This is an optimization exercise on Yosys and OpenROAD, whose aim is small area, not a production implementation. The RTL of this run was laid out without a check of its function. Power is estimated from default activity; no workload was simulated.

<file path="design.v">
module DotProduct(
   input clk,
   input GlobalReset,
   input [18:0] A_0,
   input [18:0] A_1,
   input [18:0] A_2,
   input [18:0] A_3,
   input [18:0] A_4,
   input [18:0] A_5,
   input [18:0] A_6,
   input [18:0] A_7,
   input [18:0] A_8,
   input [18:0] A_9,
   input [9:0] B_0,
   input [9:0] B_1,
   input [9:0] B_2,
   input [9:0] B_3,
   input [9:0] B_4,
   input [9:0] B_5,
   input [9:0] B_6,
   input [9:0] B_7,
   input [9:0] B_8,
   input [9:0] B_9,
   output [25:0] value);
   reg  [4:0] ph;
   always @(posedge clk)
      if (GlobalReset) ph <= 5'd0;
      else             ph <= ph + 5'd1;
   wire [9:0] sel;
   genvar gi;
   generate for (gi = 0; gi < 10; gi = gi + 1) begin : g_sel
      assign sel[gi] = (ph == gi);
   end endgenerate
   wire active = (ph < 5'd10);
   wire first  = (ph == 5'd0);
   wire [18:0] a = ({19{sel[0]}} & A_0) | ({19{sel[1]}} & A_1) | ({19{sel[2]}} & A_2)
                 | ({19{sel[3]}} & A_3) | ({19{sel[4]}} & A_4) | ({19{sel[5]}} & A_5)
                 | ({19{sel[6]}} & A_6) | ({19{sel[7]}} & A_7) | ({19{sel[8]}} & A_8)
                 | ({19{sel[9]}} & A_9);
   wire [9:0]  b = ({10{sel[0]}} & B_0) | ({10{sel[1]}} & B_1) | ({10{sel[2]}} & B_2)
                 | ({10{sel[3]}} & B_3) | ({10{sel[4]}} & B_4) | ({10{sel[5]}} & B_5)
                 | ({10{sel[6]}} & B_6) | ({10{sel[7]}} & B_7) | ({10{sel[8]}} & B_8)
                 | ({10{sel[9]}} & B_9);
   reg  [25:0] acc;
   reg  [2:0] cf;
   reg  [25:0] value_r;
   assign value = value_r;
   reg  [18:0] ar;
   reg  [9:0]  br;
   always @(posedge clk) begin
      ar <= a;
      br <= b;
   end
   wire activem = (ph >= 5'd1) && (ph <= 5'd10);
   wire firstm  = (ph == 5'd1);
   wire [25:0] accf = firstm ? 26'd24117248 : acc;
   wire [2:0] cff = cf & {3{~firstm}};
   wire [19:0] ax = {ar[18], ar};
   wire [20:0] ax2 = {ar[18], ar, 1'b0};
   wire [10:0] bx = {br, 1'b0};
   wire one0 = bx[1] ^ bx[0];
   wire two0 = (bx[2] & ~bx[1] & ~bx[0]) | (~bx[2] & bx[1] & bx[0]);
   wire neg0 = bx[2];
   wire [19:0] x0 = ({20{one0}} & ax | {20{two0}} & ax2[19:0]) ^ {20{neg0}};
   wire ns0 = activem & ~x0[19];
   wire one1 = bx[3] ^ bx[2];
   wire two1 = (bx[4] & ~bx[3] & ~bx[2]) | (~bx[4] & bx[3] & bx[2]);
   wire neg1 = bx[4];
   wire [19:0] x1 = ({20{one1}} & ax | {20{two1}} & ax2[19:0]) ^ {20{neg1}};
   wire ns1 = activem & ~x1[19];
   wire one2 = bx[5] ^ bx[4];
   wire two2 = (bx[6] & ~bx[5] & ~bx[4]) | (~bx[6] & bx[5] & bx[4]);
   wire neg2 = bx[6];
   wire [19:0] x2 = ({20{one2}} & ax | {20{two2}} & ax2[19:0]) ^ {20{neg2}};
   wire ns2 = activem & ~x2[19];
   wire one3 = bx[7] ^ bx[6];
   wire two3 = (bx[8] & ~bx[7] & ~bx[6]) | (~bx[8] & bx[7] & bx[6]);
   wire neg3 = bx[8];
   wire [19:0] x3 = ({20{one3}} & ax | {20{two3}} & ax2[19:0]) ^ {20{neg3}};
   wire ns3 = activem & ~x3[19];
   wire one4 = bx[9] ^ bx[8];
   wire two4 = (bx[10] & ~bx[9] & ~bx[8]) | (~bx[10] & bx[9] & bx[8]);
   wire neg4 = bx[10];
   wire [19:0] x4 = ({20{one4}} & ax | {20{two4}} & ax2[19:0]) ^ {20{neg4}};
   wire ns4 = activem & ~x4[19];
  wire fs_0_0, fc_0_0;
  assign fs_0_0 = accf[0] ^ neg0 ^ x0[0];
  assign fc_0_0 = (accf[0] & neg0) | (accf[0] & x0[0]) | (neg0 & x0[0]);
  wire fs_1_1, fc_1_1;
  assign fs_1_1 = accf[1] ^ x0[1] ^ fc_0_0;
  assign fc_1_1 = (accf[1] & x0[1]) | (accf[1] & fc_0_0) | (x0[1] & fc_0_0);
  wire fs_2_2, fc_2_2;
  assign fs_2_2 = accf[2] ^ neg1 ^ x0[2];
  assign fc_2_2 = (accf[2] & neg1) | (accf[2] & x0[2]) | (neg1 & x0[2]);
  wire fs_2_3, fc_2_3;
  assign fs_2_3 = x1[0] ^ fs_2_2 ^ fc_1_1;
  assign fc_2_3 = (x1[0] & fs_2_2) | (x1[0] & fc_1_1) | (fs_2_2 & fc_1_1);
  wire fs_3_4, fc_3_4;
  assign fs_3_4 = accf[3] ^ x0[3] ^ x1[1];
  assign fc_3_4 = (accf[3] & x0[3]) | (accf[3] & x1[1]) | (x0[3] & x1[1]);
  wire fs_3_5, fc_3_5;
  assign fs_3_5 = fc_2_2 ^ fs_3_4 ^ fc_2_3;
  assign fc_3_5 = (fc_2_2 & fs_3_4) | (fc_2_2 & fc_2_3) | (fs_3_4 & fc_2_3);
  wire fs_4_6, fc_4_6;
  assign fs_4_6 = accf[4] ^ neg2 ^ x0[4];
  assign fc_4_6 = (accf[4] & neg2) | (accf[4] & x0[4]) | (neg2 & x0[4]);
  wire fs_4_7, fc_4_7;
  assign fs_4_7 = x1[2] ^ x2[0] ^ fc_3_4;
  assign fc_4_7 = (x1[2] & x2[0]) | (x1[2] & fc_3_4) | (x2[0] & fc_3_4);
  wire fs_4_8, fc_4_8;
  assign fs_4_8 = fs_4_6 ^ fs_4_7 ^ fc_3_5;
  assign fc_4_8 = (fs_4_6 & fs_4_7) | (fs_4_6 & fc_3_5) | (fs_4_7 & fc_3_5);
  wire fs_5_9, fc_5_9;
  assign fs_5_9 = accf[5] ^ x0[5] ^ x1[3];
  assign fc_5_9 = (accf[5] & x0[5]) | (accf[5] & x1[3]) | (x0[5] & x1[3]);
  wire fs_5_10, fc_5_10;
  assign fs_5_10 = x2[1] ^ fc_4_6 ^ fs_5_9;
  assign fc_5_10 = (x2[1] & fc_4_6) | (x2[1] & fs_5_9) | (fc_4_6 & fs_5_9);
  wire fs_5_11, fc_5_11;
  assign fs_5_11 = fc_4_7 ^ fs_5_10 ^ fc_4_8;
  assign fc_5_11 = (fc_4_7 & fs_5_10) | (fc_4_7 & fc_4_8) | (fs_5_10 & fc_4_8);
  wire fs_6_12, fc_6_12;
  assign fs_6_12 = accf[6] ^ neg3 ^ x0[6];
  assign fc_6_12 = (accf[6] & neg3) | (accf[6] & x0[6]) | (neg3 & x0[6]);
  wire fs_6_13, fc_6_13;
  assign fs_6_13 = x1[4] ^ x2[2] ^ x3[0];
  assign fc_6_13 = (x1[4] & x2[2]) | (x1[4] & x3[0]) | (x2[2] & x3[0]);
  wire fs_6_14, fc_6_14;
  assign fs_6_14 = fc_5_9 ^ fs_6_12 ^ fs_6_13;
  assign fc_6_14 = (fc_5_9 & fs_6_12) | (fc_5_9 & fs_6_13) | (fs_6_12 & fs_6_13);
  wire fs_6_15, fc_6_15;
  assign fs_6_15 = fc_5_10 ^ fs_6_14 ^ fc_5_11;
  assign fc_6_15 = (fc_5_10 & fs_6_14) | (fc_5_10 & fc_5_11) | (fs_6_14 & fc_5_11);
  wire fs_7_16, fc_7_16;
  assign fs_7_16 = accf[7] ^ x0[7] ^ x1[5];
  assign fc_7_16 = (accf[7] & x0[7]) | (accf[7] & x1[5]) | (x0[7] & x1[5]);
  wire fs_7_17, fc_7_17;
  assign fs_7_17 = x2[3] ^ x3[1] ^ fc_6_12;
  assign fc_7_17 = (x2[3] & x3[1]) | (x2[3] & fc_6_12) | (x3[1] & fc_6_12);
  wire fs_7_18, fc_7_18;
  assign fs_7_18 = fc_6_13 ^ fs_7_16 ^ fc_6_14;
  assign fc_7_18 = (fc_6_13 & fs_7_16) | (fc_6_13 & fc_6_14) | (fs_7_16 & fc_6_14);
  wire fs_7_19, fc_7_19;
  assign fs_7_19 = fs_7_17 ^ fs_7_18 ^ fc_6_15;
  assign fc_7_19 = (fs_7_17 & fs_7_18) | (fs_7_17 & fc_6_15) | (fs_7_18 & fc_6_15);
  wire fs_8_20, fc_8_20;
  assign fs_8_20 = accf[8] ^ neg4 ^ x0[8];
  assign fc_8_20 = (accf[8] & neg4) | (accf[8] & x0[8]) | (neg4 & x0[8]);
  wire fs_8_21, fc_8_21;
  assign fs_8_21 = x1[6] ^ x2[4] ^ x3[2];
  assign fc_8_21 = (x1[6] & x2[4]) | (x1[6] & x3[2]) | (x2[4] & x3[2]);
  wire fs_8_22, fc_8_22;
  assign fs_8_22 = x4[0] ^ fc_7_16 ^ fs_8_20;
  assign fc_8_22 = (x4[0] & fc_7_16) | (x4[0] & fs_8_20) | (fc_7_16 & fs_8_20);
  wire fs_8_23, fc_8_23;
  assign fs_8_23 = fs_8_21 ^ fc_7_17 ^ fs_8_22;
  assign fc_8_23 = (fs_8_21 & fc_7_17) | (fs_8_21 & fs_8_22) | (fc_7_17 & fs_8_22);
  wire fs_8_24, fc_8_24;
  assign fs_8_24 = fc_7_18 ^ fs_8_23 ^ fc_7_19;
  assign fc_8_24 = (fc_7_18 & fs_8_23) | (fc_7_18 & fc_7_19) | (fs_8_23 & fc_7_19);
  wire fs_9_25, fc_9_25;
  assign fs_9_25 = accf[9] ^ cff[0] ^ x0[9];
  assign fc_9_25 = (accf[9] & cff[0]) | (accf[9] & x0[9]) | (cff[0] & x0[9]);
  wire fs_9_26, fc_9_26;
  assign fs_9_26 = x1[7] ^ x2[5] ^ x3[3];
  assign fc_9_26 = (x1[7] & x2[5]) | (x1[7] & x3[3]) | (x2[5] & x3[3]);
  wire fs_9_27, fc_9_27;
  assign fs_9_27 = x4[1] ^ fc_8_20 ^ fc_8_21;
  assign fc_9_27 = (x4[1] & fc_8_20) | (x4[1] & fc_8_21) | (fc_8_20 & fc_8_21);
  wire fs_9_28, fc_9_28;
  assign fs_9_28 = fs_9_25 ^ fs_9_26 ^ fc_8_22;
  assign fc_9_28 = (fs_9_25 & fs_9_26) | (fs_9_25 & fc_8_22) | (fs_9_26 & fc_8_22);
  wire fs_9_29, fc_9_29;
  assign fs_9_29 = fs_9_27 ^ fc_8_23 ^ fs_9_28;
  assign fc_9_29 = (fs_9_27 & fc_8_23) | (fs_9_27 & fs_9_28) | (fc_8_23 & fs_9_28);
  wire fs_10_30, fc_10_30;
  assign fs_10_30 = accf[10] ^ x0[10] ^ x1[8];
  assign fc_10_30 = (accf[10] & x0[10]) | (accf[10] & x1[8]) | (x0[10] & x1[8]);
  wire fs_10_31, fc_10_31;
  assign fs_10_31 = x2[6] ^ x3[4] ^ x4[2];
  assign fc_10_31 = (x2[6] & x3[4]) | (x2[6] & x4[2]) | (x3[4] & x4[2]);
  wire fs_10_32, fc_10_32;
  assign fs_10_32 = fc_9_25 ^ fc_9_26 ^ fs_10_30;
  assign fc_10_32 = (fc_9_25 & fc_9_26) | (fc_9_25 & fs_10_30) | (fc_9_26 & fs_10_30);
  wire fs_10_33, fc_10_33;
  assign fs_10_33 = fs_10_31 ^ fc_9_27 ^ fs_10_32;
  assign fc_10_33 = (fs_10_31 & fc_9_27) | (fs_10_31 & fs_10_32) | (fc_9_27 & fs_10_32);
  wire fs_10_34, fc_10_34;
  assign fs_10_34 = fc_9_28 ^ fs_10_33 ^ fc_9_29;
  assign fc_10_34 = (fc_9_28 & fs_10_33) | (fc_9_28 & fc_9_29) | (fs_10_33 & fc_9_29);
  wire fs_11_35, fc_11_35;
  assign fs_11_35 = accf[11] ^ x0[11] ^ x1[9];
  assign fc_11_35 = (accf[11] & x0[11]) | (accf[11] & x1[9]) | (x0[11] & x1[9]);
  wire fs_11_36, fc_11_36;
  assign fs_11_36 = x2[7] ^ x3[5] ^ x4[3];
  assign fc_11_36 = (x2[7] & x3[5]) | (x2[7] & x4[3]) | (x3[5] & x4[3]);
  wire fs_11_37, fc_11_37;
  assign fs_11_37 = fc_10_30 ^ fc_10_31 ^ fs_11_35;
  assign fc_11_37 = (fc_10_30 & fc_10_31) | (fc_10_30 & fs_11_35) | (fc_10_31 & fs_11_35);
  wire fs_11_38, fc_11_38;
  assign fs_11_38 = fs_11_36 ^ fc_10_32 ^ fs_11_37;
  assign fc_11_38 = (fs_11_36 & fc_10_32) | (fs_11_36 & fs_11_37) | (fc_10_32 & fs_11_37);
  wire fs_11_39, fc_11_39;
  assign fs_11_39 = fc_10_33 ^ fs_11_38 ^ fc_10_34;
  assign fc_11_39 = (fc_10_33 & fs_11_38) | (fc_10_33 & fc_10_34) | (fs_11_38 & fc_10_34);
  wire fs_12_40, fc_12_40;
  assign fs_12_40 = accf[12] ^ x0[12] ^ x1[10];
  assign fc_12_40 = (accf[12] & x0[12]) | (accf[12] & x1[10]) | (x0[12] & x1[10]);
  wire fs_12_41, fc_12_41;
  assign fs_12_41 = x2[8] ^ x3[6] ^ x4[4];
  assign fc_12_41 = (x2[8] & x3[6]) | (x2[8] & x4[4]) | (x3[6] & x4[4]);
  wire fs_12_42, fc_12_42;
  assign fs_12_42 = fc_11_35 ^ fc_11_36 ^ fs_12_40;
  assign fc_12_42 = (fc_11_35 & fc_11_36) | (fc_11_35 & fs_12_40) | (fc_11_36 & fs_12_40);
  wire fs_12_43, fc_12_43;
  assign fs_12_43 = fs_12_41 ^ fc_11_37 ^ fs_12_42;
  assign fc_12_43 = (fs_12_41 & fc_11_37) | (fs_12_41 & fs_12_42) | (fc_11_37 & fs_12_42);
  wire fs_12_44, fc_12_44;
  assign fs_12_44 = fc_11_38 ^ fs_12_43 ^ fc_11_39;
  assign fc_12_44 = (fc_11_38 & fs_12_43) | (fc_11_38 & fc_11_39) | (fs_12_43 & fc_11_39);
  wire fs_13_45, fc_13_45;
  assign fs_13_45 = accf[13] ^ x0[13] ^ x1[11];
  assign fc_13_45 = (accf[13] & x0[13]) | (accf[13] & x1[11]) | (x0[13] & x1[11]);
  wire fs_13_46, fc_13_46;
  assign fs_13_46 = x2[9] ^ x3[7] ^ x4[5];
  assign fc_13_46 = (x2[9] & x3[7]) | (x2[9] & x4[5]) | (x3[7] & x4[5]);
  wire fs_13_47, fc_13_47;
  assign fs_13_47 = fc_12_40 ^ fc_12_41 ^ fs_13_45;
  assign fc_13_47 = (fc_12_40 & fc_12_41) | (fc_12_40 & fs_13_45) | (fc_12_41 & fs_13_45);
  wire fs_13_48, fc_13_48;
  assign fs_13_48 = fs_13_46 ^ fc_12_42 ^ fs_13_47;
  assign fc_13_48 = (fs_13_46 & fc_12_42) | (fs_13_46 & fs_13_47) | (fc_12_42 & fs_13_47);
  wire fs_13_49, fc_13_49;
  assign fs_13_49 = fc_12_43 ^ fs_13_48 ^ fc_12_44;
  assign fc_13_49 = (fc_12_43 & fs_13_48) | (fc_12_43 & fc_12_44) | (fs_13_48 & fc_12_44);
  wire fs_14_50, fc_14_50;
  assign fs_14_50 = accf[14] ^ x0[14] ^ x1[12];
  assign fc_14_50 = (accf[14] & x0[14]) | (accf[14] & x1[12]) | (x0[14] & x1[12]);
  wire fs_14_51, fc_14_51;
  assign fs_14_51 = x2[10] ^ x3[8] ^ x4[6];
  assign fc_14_51 = (x2[10] & x3[8]) | (x2[10] & x4[6]) | (x3[8] & x4[6]);
  wire fs_14_52, fc_14_52;
  assign fs_14_52 = fc_13_45 ^ fc_13_46 ^ fs_14_50;
  assign fc_14_52 = (fc_13_45 & fc_13_46) | (fc_13_45 & fs_14_50) | (fc_13_46 & fs_14_50);
  wire fs_14_53, fc_14_53;
  assign fs_14_53 = fs_14_51 ^ fc_13_47 ^ fs_14_52;
  assign fc_14_53 = (fs_14_51 & fc_13_47) | (fs_14_51 & fs_14_52) | (fc_13_47 & fs_14_52);
  wire fs_14_54, fc_14_54;
  assign fs_14_54 = fc_13_48 ^ fs_14_53 ^ fc_13_49;
  assign fc_14_54 = (fc_13_48 & fs_14_53) | (fc_13_48 & fc_13_49) | (fs_14_53 & fc_13_49);
  wire fs_15_55, fc_15_55;
  assign fs_15_55 = accf[15] ^ cff[1] ^ x0[15];
  assign fc_15_55 = (accf[15] & cff[1]) | (accf[15] & x0[15]) | (cff[1] & x0[15]);
  wire fs_15_56, fc_15_56;
  assign fs_15_56 = x1[13] ^ x2[11] ^ x3[9];
  assign fc_15_56 = (x1[13] & x2[11]) | (x1[13] & x3[9]) | (x2[11] & x3[9]);
  wire fs_15_57, fc_15_57;
  assign fs_15_57 = x4[7] ^ fc_14_50 ^ fc_14_51;
  assign fc_15_57 = (x4[7] & fc_14_50) | (x4[7] & fc_14_51) | (fc_14_50 & fc_14_51);
  wire fs_15_58, fc_15_58;
  assign fs_15_58 = fs_15_55 ^ fs_15_56 ^ fc_14_52;
  assign fc_15_58 = (fs_15_55 & fs_15_56) | (fs_15_55 & fc_14_52) | (fs_15_56 & fc_14_52);
  wire fs_15_59, fc_15_59;
  assign fs_15_59 = fs_15_57 ^ fc_14_53 ^ fs_15_58;
  assign fc_15_59 = (fs_15_57 & fc_14_53) | (fs_15_57 & fs_15_58) | (fc_14_53 & fs_15_58);
  wire fs_16_60, fc_16_60;
  assign fs_16_60 = accf[16] ^ x0[16] ^ x1[14];
  assign fc_16_60 = (accf[16] & x0[16]) | (accf[16] & x1[14]) | (x0[16] & x1[14]);
  wire fs_16_61, fc_16_61;
  assign fs_16_61 = x2[12] ^ x3[10] ^ x4[8];
  assign fc_16_61 = (x2[12] & x3[10]) | (x2[12] & x4[8]) | (x3[10] & x4[8]);
  wire fs_16_62, fc_16_62;
  assign fs_16_62 = fc_15_55 ^ fc_15_56 ^ fs_16_60;
  assign fc_16_62 = (fc_15_55 & fc_15_56) | (fc_15_55 & fs_16_60) | (fc_15_56 & fs_16_60);
  wire fs_16_63, fc_16_63;
  assign fs_16_63 = fs_16_61 ^ fc_15_57 ^ fs_16_62;
  assign fc_16_63 = (fs_16_61 & fc_15_57) | (fs_16_61 & fs_16_62) | (fc_15_57 & fs_16_62);
  wire fs_16_64, fc_16_64;
  assign fs_16_64 = fc_15_58 ^ fs_16_63 ^ fc_15_59;
  assign fc_16_64 = (fc_15_58 & fs_16_63) | (fc_15_58 & fc_15_59) | (fs_16_63 & fc_15_59);
  wire fs_17_65, fc_17_65;
  assign fs_17_65 = accf[17] ^ x0[17] ^ x1[15];
  assign fc_17_65 = (accf[17] & x0[17]) | (accf[17] & x1[15]) | (x0[17] & x1[15]);
  wire fs_17_66, fc_17_66;
  assign fs_17_66 = x2[13] ^ x3[11] ^ x4[9];
  assign fc_17_66 = (x2[13] & x3[11]) | (x2[13] & x4[9]) | (x3[11] & x4[9]);
  wire fs_17_67, fc_17_67;
  assign fs_17_67 = fc_16_60 ^ fc_16_61 ^ fs_17_65;
  assign fc_17_67 = (fc_16_60 & fc_16_61) | (fc_16_60 & fs_17_65) | (fc_16_61 & fs_17_65);
  wire fs_17_68, fc_17_68;
  assign fs_17_68 = fs_17_66 ^ fc_16_62 ^ fs_17_67;
  assign fc_17_68 = (fs_17_66 & fc_16_62) | (fs_17_66 & fs_17_67) | (fc_16_62 & fs_17_67);
  wire fs_17_69, fc_17_69;
  assign fs_17_69 = fc_16_63 ^ fs_17_68 ^ fc_16_64;
  assign fc_17_69 = (fc_16_63 & fs_17_68) | (fc_16_63 & fc_16_64) | (fs_17_68 & fc_16_64);
  wire fs_18_70, fc_18_70;
  assign fs_18_70 = accf[18] ^ x0[18] ^ x1[16];
  assign fc_18_70 = (accf[18] & x0[18]) | (accf[18] & x1[16]) | (x0[18] & x1[16]);
  wire fs_18_71, fc_18_71;
  assign fs_18_71 = x2[14] ^ x3[12] ^ x4[10];
  assign fc_18_71 = (x2[14] & x3[12]) | (x2[14] & x4[10]) | (x3[12] & x4[10]);
  wire fs_18_72, fc_18_72;
  assign fs_18_72 = fc_17_65 ^ fc_17_66 ^ fs_18_70;
  assign fc_18_72 = (fc_17_65 & fc_17_66) | (fc_17_65 & fs_18_70) | (fc_17_66 & fs_18_70);
  wire fs_18_73, fc_18_73;
  assign fs_18_73 = fs_18_71 ^ fc_17_67 ^ fs_18_72;
  assign fc_18_73 = (fs_18_71 & fc_17_67) | (fs_18_71 & fs_18_72) | (fc_17_67 & fs_18_72);
  wire fs_18_74, fc_18_74;
  assign fs_18_74 = fc_17_68 ^ fs_18_73 ^ fc_17_69;
  assign fc_18_74 = (fc_17_68 & fs_18_73) | (fc_17_68 & fc_17_69) | (fs_18_73 & fc_17_69);
  wire fs_19_75, fc_19_75;
  assign fs_19_75 = accf[19] ^ ns0 ^ x1[17];
  assign fc_19_75 = (accf[19] & ns0) | (accf[19] & x1[17]) | (ns0 & x1[17]);
  wire fs_19_76, fc_19_76;
  assign fs_19_76 = x2[15] ^ x3[13] ^ x4[11];
  assign fc_19_76 = (x2[15] & x3[13]) | (x2[15] & x4[11]) | (x3[13] & x4[11]);
  wire fs_19_77, fc_19_77;
  assign fs_19_77 = fc_18_70 ^ fc_18_71 ^ fs_19_75;
  assign fc_19_77 = (fc_18_70 & fc_18_71) | (fc_18_70 & fs_19_75) | (fc_18_71 & fs_19_75);
  wire fs_19_78, fc_19_78;
  assign fs_19_78 = fs_19_76 ^ fc_18_72 ^ fs_19_77;
  assign fc_19_78 = (fs_19_76 & fc_18_72) | (fs_19_76 & fs_19_77) | (fc_18_72 & fs_19_77);
  wire fs_19_79, fc_19_79;
  assign fs_19_79 = fc_18_73 ^ fs_19_78 ^ fc_18_74;
  assign fc_19_79 = (fc_18_73 & fs_19_78) | (fc_18_73 & fc_18_74) | (fs_19_78 & fc_18_74);
  wire fs_20_80, fc_20_80;
  assign fs_20_80 = accf[20] ^ x1[18] ^ x2[16];
  assign fc_20_80 = (accf[20] & x1[18]) | (accf[20] & x2[16]) | (x1[18] & x2[16]);
  wire fs_20_81, fc_20_81;
  assign fs_20_81 = x3[14] ^ x4[12] ^ fc_19_75;
  assign fc_20_81 = (x3[14] & x4[12]) | (x3[14] & fc_19_75) | (x4[12] & fc_19_75);
  wire fs_20_82, fc_20_82;
  assign fs_20_82 = fc_19_76 ^ fs_20_80 ^ fc_19_77;
  assign fc_20_82 = (fc_19_76 & fs_20_80) | (fc_19_76 & fc_19_77) | (fs_20_80 & fc_19_77);
  wire fs_20_83, fc_20_83;
  assign fs_20_83 = fs_20_81 ^ fc_19_78 ^ fs_20_82;
  assign fc_20_83 = (fs_20_81 & fc_19_78) | (fs_20_81 & fs_20_82) | (fc_19_78 & fs_20_82);
  wire hs_20_0, hc_20_0;
  assign hs_20_0 = fs_20_83 ^ fc_19_79;
  assign hc_20_0 = fs_20_83 & fc_19_79;
  wire fs_21_84, fc_21_84;
  assign fs_21_84 = accf[21] ^ cff[2] ^ ns1;
  assign fc_21_84 = (accf[21] & cff[2]) | (accf[21] & ns1) | (cff[2] & ns1);
  wire fs_21_85, fc_21_85;
  assign fs_21_85 = x2[17] ^ x3[15] ^ x4[13];
  assign fc_21_85 = (x2[17] & x3[15]) | (x2[17] & x4[13]) | (x3[15] & x4[13]);
  wire fs_21_86, fc_21_86;
  assign fs_21_86 = fc_20_80 ^ fs_21_84 ^ fs_21_85;
  assign fc_21_86 = (fc_20_80 & fs_21_84) | (fc_20_80 & fs_21_85) | (fs_21_84 & fs_21_85);
  wire fs_21_87, fc_21_87;
  assign fs_21_87 = fc_20_81 ^ fs_21_86 ^ fc_20_82;
  assign fc_21_87 = (fc_20_81 & fs_21_86) | (fc_20_81 & fc_20_82) | (fs_21_86 & fc_20_82);
  wire hs_21_1, hc_21_1;
  assign hs_21_1 = fs_21_87 ^ fc_20_83;
  assign hc_21_1 = fs_21_87 & fc_20_83;
  wire fs_22_88, fc_22_88;
  assign fs_22_88 = accf[22] ^ x2[18] ^ x3[16];
  assign fc_22_88 = (accf[22] & x2[18]) | (accf[22] & x3[16]) | (x2[18] & x3[16]);
  wire fs_22_89, fc_22_89;
  assign fs_22_89 = x4[14] ^ fc_21_84 ^ fc_21_85;
  assign fc_22_89 = (x4[14] & fc_21_84) | (x4[14] & fc_21_85) | (fc_21_84 & fc_21_85);
  wire fs_22_90, fc_22_90;
  assign fs_22_90 = fs_22_88 ^ fc_21_86 ^ fs_22_89;
  assign fc_22_90 = (fs_22_88 & fc_21_86) | (fs_22_88 & fs_22_89) | (fc_21_86 & fs_22_89);
  wire fs_22_91, fc_22_91;
  assign fs_22_91 = fs_22_90 ^ fc_21_87 ^ hc_21_1;
  assign fc_22_91 = (fs_22_90 & fc_21_87) | (fs_22_90 & hc_21_1) | (fc_21_87 & hc_21_1);
  wire fs_23_92, fc_23_92;
  assign fs_23_92 = accf[23] ^ ns2 ^ x3[17];
  assign fc_23_92 = (accf[23] & ns2) | (accf[23] & x3[17]) | (ns2 & x3[17]);
  wire fs_23_93, fc_23_93;
  assign fs_23_93 = x4[15] ^ fc_22_88 ^ fs_23_92;
  assign fc_23_93 = (x4[15] & fc_22_88) | (x4[15] & fs_23_92) | (fc_22_88 & fs_23_92);
  wire fs_23_94, fc_23_94;
  assign fs_23_94 = fc_22_89 ^ fs_23_93 ^ fc_22_90;
  assign fc_23_94 = (fc_22_89 & fs_23_93) | (fc_22_89 & fc_22_90) | (fs_23_93 & fc_22_90);
  wire hs_23_2, hc_23_2;
  assign hs_23_2 = fs_23_94 ^ fc_22_91;
  assign hc_23_2 = fs_23_94 & fc_22_91;
  wire fs_24_95, fc_24_95;
  assign fs_24_95 = accf[24] ^ x3[18] ^ x4[16];
  assign fc_24_95 = (accf[24] & x3[18]) | (accf[24] & x4[16]) | (x3[18] & x4[16]);
  wire fs_24_96, fc_24_96;
  assign fs_24_96 = fc_23_92 ^ fs_24_95 ^ fc_23_93;
  assign fc_24_96 = (fc_23_92 & fs_24_95) | (fc_23_92 & fc_23_93) | (fs_24_95 & fc_23_93);
  wire fs_24_97, fc_24_97;
  assign fs_24_97 = fs_24_96 ^ fc_23_94 ^ hc_23_2;
  assign fc_24_97 = (fs_24_96 & fc_23_94) | (fs_24_96 & hc_23_2) | (fc_23_94 & hc_23_2);
  wire xs_25_3;
  assign xs_25_3 = accf[25] ^ ns3;
  wire xs_25_4;
  assign xs_25_4 = x4[17] ^ xs_25_3;
  wire xs_25_5;
  assign xs_25_5 = xs_25_4 ^ fc_24_95;
  wire xs_25_6;
  assign xs_25_6 = xs_25_5 ^ fc_24_96;
  wire xs_25_7;
  assign xs_25_7 = xs_25_6 ^ fc_24_97;
   wire [25:0] sum = {xs_25_7, fs_24_97, hs_23_2, fs_22_91, hs_21_1, hs_20_0, fs_19_79, fs_18_74, fs_17_69, fs_16_64, fs_15_59, fs_14_54, fs_13_49, fs_12_44, fs_11_39, fs_10_34, fs_9_29, fs_8_24, fs_7_19, fs_6_15, fs_5_11, fs_4_8, fs_3_5, fs_2_3, fs_1_1, fs_0_0};
   wire [2:0] cnext = {hc_20_0, fc_14_54, fc_8_24};
   always @(posedge clk) begin
      acc <= sum;
      cf <= cnext;
      if (ph == 5'd29) value_r <= acc;
   end
endmodule
</file>
<file path="flow/run.sh">
#!/bin/bash
# Standard ORFS flow (the standard.sh) with these changes:
#  - synthesis maps logic with ABC's area mapper (flow/abc.script) instead of
#    ORFS's delay-oriented script; everything else in synthesis is unchanged
#    (synth_recipe.tcl and ORFS's synth.tcl, with only the abc call edited);
#  - Yosys synth runs without its own early abc pass (SYNTH_ARGS=-noabc), so
#    the full adders written in the RTL reach extract_fa unchanged;
#  - timing-driven global placement does not keep the resizer changes it
#    makes while placing (GPL_KEEP_OVERFLOW=0);
#  - after global routing, cells on paths with positive slack are downsized
#    (RECOVER_POWER=100);
#  - the port buffers are made from the smallest buffer cell.
# ORFS writes each step's own log under orfs/logs/; make's output goes to
# make_finish.log.
set -euo pipefail
HERE=$PWD
sed "s#^  log_cmd abc {\*}\$abc_args\$#  log_cmd abc {*}[lreplace \$abc_args 1 1 $HERE/flow/abc.script]#" \
  "$FLOW_HOME/scripts/synth.tcl" > synth_custom.tcl
grep -q "flow/abc.script" synth_custom.tcl
sed "s#\$::env(SCRIPTS_DIR)/synth.tcl#$HERE/synth_custom.tcl#" synth_recipe.tcl > synth_recipe_custom.tcl
grep -q "synth_custom.tcl" synth_recipe_custom.tcl
bash standard.sh SYNTH_SCRIPT=$HERE/synth_recipe_custom.tcl \
  SYNTH_ARGS=-noabc GPL_KEEP_OVERFLOW=0 RECOVER_POWER=100 BUFFER_PORTS_ARGS="-buffer_cell sky130_fd_sc_hd__buf_1" ${FLOW_EXTRA:-} finish > make_finish.log 2>&1
</file>
<file path="flow/abc.script">
strash; &get -n; &st; &dch; &nf -R 1000; &put; topo; stime -c
</file>
<file path="standard.sh">
#!/bin/bash
# synth_recipe.tcl (not shown) runs the flow's synth.tcl, then flattens the netlist and writes it again
# the make line also repeats each setting of config.mk as NAME=value (left out here)
make -C /OpenROAD-flow-scripts/flow DESIGN_CONFIG=/design/flow/config.mk WORK_HOME=/design/flow/orfs CLKGATE_MAP_FILE= SYNTH_SCRIPT=/design/flow/synth_recipe.tcl "${@:-finish}"
</file>
<file path="config.mk">
export PLATFORM = sky130hd
export DESIGN_NAME = DotProduct
export DESIGN_NICKNAME = DotProduct
export VERILOG_FILES = /design/flow/design.v
export SDC_FILE = /design/flow/constraint.sdc
export NUM_CORES = 4
export LEC_CHECK = 0
export CAP_MARGIN = 5
export CORE_MARGIN = 2
export CORE_UTILIZATION = 40
export CTS_BUF_LIST = sky130_fd_sc_hd__clkbuf_4 sky130_fd_sc_hd__clkbuf_8
export PLACE_DENSITY = 0.6
export SLEW_MARGIN = 5
</file>
<file path="constraint.sdc">
create_clock -name core_clock -period 6.0 [get_ports {clk}]
set_input_delay 1.2000 -clock core_clock [delete_from_list [all_inputs] [get_ports {clk}]]
set_output_delay 1.2000 -clock core_clock [all_outputs]
set_load 0.01 [all_outputs]
</file>
==> out/summary.md <==
The static leakage power was 3.16 nW. Worst-skew pair later-pin latency: 0.39 ns. The synthesized netlist occupies a cell area of 7500 µm². The logs give 0 ns for the final-layout setup total negative slack and 0 for the max-capacitance violation count.

Including well taps, the total number of placed cells is 1214. The tools report the worst slew margin relative to its limit as 0.112. In this design, the largest share of critical-path delay is due to adder cells. The count of antenna-violating nets left after detailed routing was 0; the slew at the pin with the worst max-slew slack was 1.33 ns. The CTS buffer count is 9, and the post-placement worst setup slack is -1.07 ns.

In this run, synthesis produced a sequential element count of 89. In this run the clock root is driven by a sky130_fd_sc_hd__clkbuf_8. The worst setup path is captured at a flop. The final worst slack is 0.259 ns. The highest cell delay on the worst timing path came out at 0.69 ns.

The final hold slack is 0.434 ns, and the worst reg2reg path depth is 14. Clock-pin slew was measured on the worst setup and hold paths at 0.10 ns. For this run, the detailed router's first-pass iteration total came to 11. The most frequent cell on the critical path is sky130_fd_sc_hd__fa_1. After detailed routing, the average wire length per cell comes to 23.6 µm. Excluding fillers, the count of instances in the completed layout stands at 1242.

After the last flow step, the layout net total stands at 1402. For the I/O pin count, the log shows 318. TritonCTS built the clock tree. Between clock sinks in the finished design, the worst skew comes to 0.0147 ns.

The worst hold path stage count works out to 0. Number of design-rule violations left by the first detailed-router iteration: 1027. The global-route usage over all layers came out at 0.292. The tools report the routed wire length as 29300 µm.

The congestion estimate from routability-driven global placement came to 0.906. The routed layout has 7527 vias. Registers take 2060 µm². The clock period minus final worst setup slack is 5.74 ns, and the detailed-route vias per instance is 6.06. The count of synthesis-stage warnings from yosys came out at 1.

The number of different library cells used by synthesis comes to 24. Compared with the post-synthesis result, the final layout area differs by 28.7%. The post-synthesis area per instance works out to 11.5 µm².

The logs give 654 for the count of mapped cells out of synthesis and 0 for the count of hold buffers inserted by post-cts repair. For the final count of hold timing violations, the log shows 0. The die covers 19900 µm². For the proportion of synthesized chip area in sequential cells, the log shows 0.272. The type of element launching the critical path was a flop. Path category of the worst min-delay check: flop to flop. The tools report the largest net degree at the start of global routing as 30. The first global-routing pass estimated 43700 µm of wire. Detailed placement finished with a half-perimeter wire length of 22400 µm. In this run the vertical extent of the chip is 141 µm.

In this run the worst path has a maximum fanout of 25. The combined buffer and inverter count along the critical path works out to 1. The run gives 1733 as the filler cell count.

Number of antenna violations at the first check in global routing: 1. The tools report the number of nets produced by synthesis as 1055. Data on the critical path is required at its endpoint by 6.27 ns. Data on the critical path arrives at its endpoint at 6.01 ns.

The count of buffers added on input and output ports is 317. The cell type of the slowest stage on the worst timing path is sky130_fd_sc_hd__dfxtp_4. For this run the aggregate overflow at the end of global routing stands at 0. The final critical-path share of the clock period works out to 0.957. The critical path goes through xor2_4, nor2_4, buf_6, a22oi_1, xnor2_1, fa_1, fa_1, fa_1, fa_1, fa_1, fa_1, fa_1, fa_1, ha_1. Across the VDD grid, the largest voltage drop is 0.000454 V.

The number of DRC violations after detailed routing came out at 0. The worst setup path is of the flop to flop kind. The logs give 0 for the number of max-slew violations in the final report and 18600 µm² for the floorplan core area. The floorplan has 50 rows. In this run the number of H-tree levels came out at 3. Setup repair after global routing left no endpoint under its margin. The starting density of the core came out at 0.404. The die extent in x works out to 141 µm. The achievable frequency is 174 MHz. The logs give 7649 for the via count of the first global-routing pass and 5650 µm² for the area of the multi-input gates.

The share of cells above drive strength 1 is 0.0547. The flow ran to the end and the layout has no timing, DRC or antenna violations. The tree built by TritonCTS fans out to 89 sinks.

Counting buffers and inverters, the worst setup path is 14 cells deep. The run gives 2 as the maximum clock insertion buffer count. For this design the ratio of total power to cell area is 750 nW/µm².

The final core area utilization came out at 0.520. The number of endpoints failing setup at the final stage is 0.
-- power by group --
group	leakage [nW]	switching [mW]	total [mW]	internal (mW)
Clock	0.0921	0.236	0.431	0.195
Combinational	2.31	2.83	5.54	2.71
Sequential	0.765	0.259	1.28	1.02
-- per-layer routing --
metal,GRT usage,share of wire
met1,0.373,0.40
met2,0.447,0.44
met3,0.127,0.13
met4,0.0963,0.031
met5,0,0
-- kinds of logic after synthesis --
family | Yosys count | share of synthesized area
compound gates | 185 | 0.212
xor+xnor | 110 | 0.128
fa+ha+maj | 109 | 0.280
buf+inv | 4 | 0.00200
flops | 89 | 0.272
mux | 1 | 0.00150
simple gates | 156 | 0.104
-- sequential cells by signal, summed over array words and instances (netlist names) --
register	count
ar	19
ph	5
acc	26
value_r	26
br	10
cf	3
-- synthesized netlist by cell type, drive strengths merged --
| cell | instances | area share |
|---|---|---|
| a21oi | 4 | 0.0027 |
| a222oi | 87 | 0.12 |
| a22oi | 88 | 0.088 |
| a311oi | 1 | 0.0012 |
| and2 | 16 | 0.013 |
| and3 | 15 | 0.013 |
| clkinv | 4 | 0.0020 |
| dfxtp | 63 | 0.17 |
| edfxtp | 26 | 0.10 |
| fa | 98 | 0.26 |
| ha | 11 | 0.018 |
| mux2 | 1 | 0.0015 |
| nand2 | 49 | 0.025 |
| nand2b | 7 | 0.0058 |
| nand3 | 16 | 0.011 |
| nor2 | 21 | 0.011 |
| nor2b | 26 | 0.022 |
| nor3b | 1 | 0.0010 |
| o21a | 1 | 0.0010 |
| o21ai | 3 | 0.0020 |
| o41ai | 1 | 0.0012 |
| or2 | 5 | 0.0042 |
| xnor2 | 102 | 0.12 |
| xor2 | 8 | 0.0093 |
-- cells in the final DEF, fill, tap and decap left out, types with 2 or more instances in the layout --
cell type and instances:
sky130_fd_sc_hd__a21oi_1 4, sky130_fd_sc_hd__a222oi_1 87, sky130_fd_sc_hd__a22oi_1 88, sky130_fd_sc_hd__and2_0 16, sky130_fd_sc_hd__and3_1 15, sky130_fd_sc_hd__buf_1 317, sky130_fd_sc_hd__buf_12 2, sky130_fd_sc_hd__buf_16 5
sky130_fd_sc_hd__buf_4 5, sky130_fd_sc_hd__clkbuf_1 2, sky130_fd_sc_hd__clkbuf_8 9, sky130_fd_sc_hd__clkinv_1 4, sky130_fd_sc_hd__clkinv_4 2, sky130_fd_sc_hd__clkinvlp_4 3, sky130_fd_sc_hd__dfxtp_1 58, sky130_fd_sc_hd__dfxtp_4 4
sky130_fd_sc_hd__diode_2 2, sky130_fd_sc_hd__edfxtp_1 26, sky130_fd_sc_hd__fa_1 98, sky130_fd_sc_hd__ha_1 11, sky130_fd_sc_hd__nand2_1 49, sky130_fd_sc_hd__nand2b_1 7, sky130_fd_sc_hd__nand3_1 16, sky130_fd_sc_hd__nor2_1 10
sky130_fd_sc_hd__nor2_2 4, sky130_fd_sc_hd__nor2_4 7, sky130_fd_sc_hd__nor2b_1 25, sky130_fd_sc_hd__o21ai_0 3, sky130_fd_sc_hd__or2_0 5, sky130_fd_sc_hd__xnor2_1 102, sky130_fd_sc_hd__xor2_1 4, sky130_fd_sc_hd__xor2_2 3
sky130_fd_sc_hd__xor2_4 4
-- through the flow --
stage | area (µm²) | total power, mW
floorplan | 7540 | 5.37
global placement | 9020 | 6.57
detailed placement | 9270 | 6.81
CTS | 9550 | 7.32
global route | 9660 | 8.24
finish | 9660 | 7.25
-- final cells by class --
| type | count | share of cell area |
|---|---|---|
| Inverter | 4 | 0.00155 |
| Multi-Input combinational cell | 564 | 0.585 |
| Antenna cell | 2 | 0.000518 |
| Tap cell | 234 | 0.0303 |
| Timing Repair Buffer | 333 | 0.149 |
| Sequential cell | 89 | 0.213 |
| Clock buffer | 9 | 0.0128 |
| Clock inverter | 7 | 0.00816 |
-- what timing repair did --
item,in CTS,in global routing
setup endpoints to repair,12,8
resized for setup,14,6
buffers inserted,0,7
pin swaps,1,5
gates cloned,0,3
-- final timing paths --
check,from,end,slack (ns)
worst min-delay path,acc[5],value_r[5],0.43
worst max register to register,br[3],acc[20],0.26
worst max-delay path,br[3],acc[20],0.26
worst min register to register,acc[5],value_r[5],0.43

[re-timing with driven ports]
The results above use ideal ports. As a check the final layout listed here was re-extracted and re-timed, cells and wires unchanged.
Step 1, drivers: a clkbuf_16 drives clk and a buf_2 each remaining input, both assumed.
Step 2 times the ports against the registers' clock, not the clock port: input delays grow and output delays shrink by t, the midpoint of the rising clock arrivals with the driver on.
a / b / c = ideal / step 1 / step 2; a / b = the first two.
shift t [ns]: 0.419
slack for setup (ns): 0.259 / 0.259 / 0.259
hold slack, ns: 0.434 / 0.434 / 0.434
slew at the worst register clock pin (ns): 0.10 / 0.10
worst data-port slew with drivers (ns): 0.12
After both steps this run still meets setup and hold. The setup slack of this run moves by 0.000 ns with the drivers and by 0.000 ns with both steps.
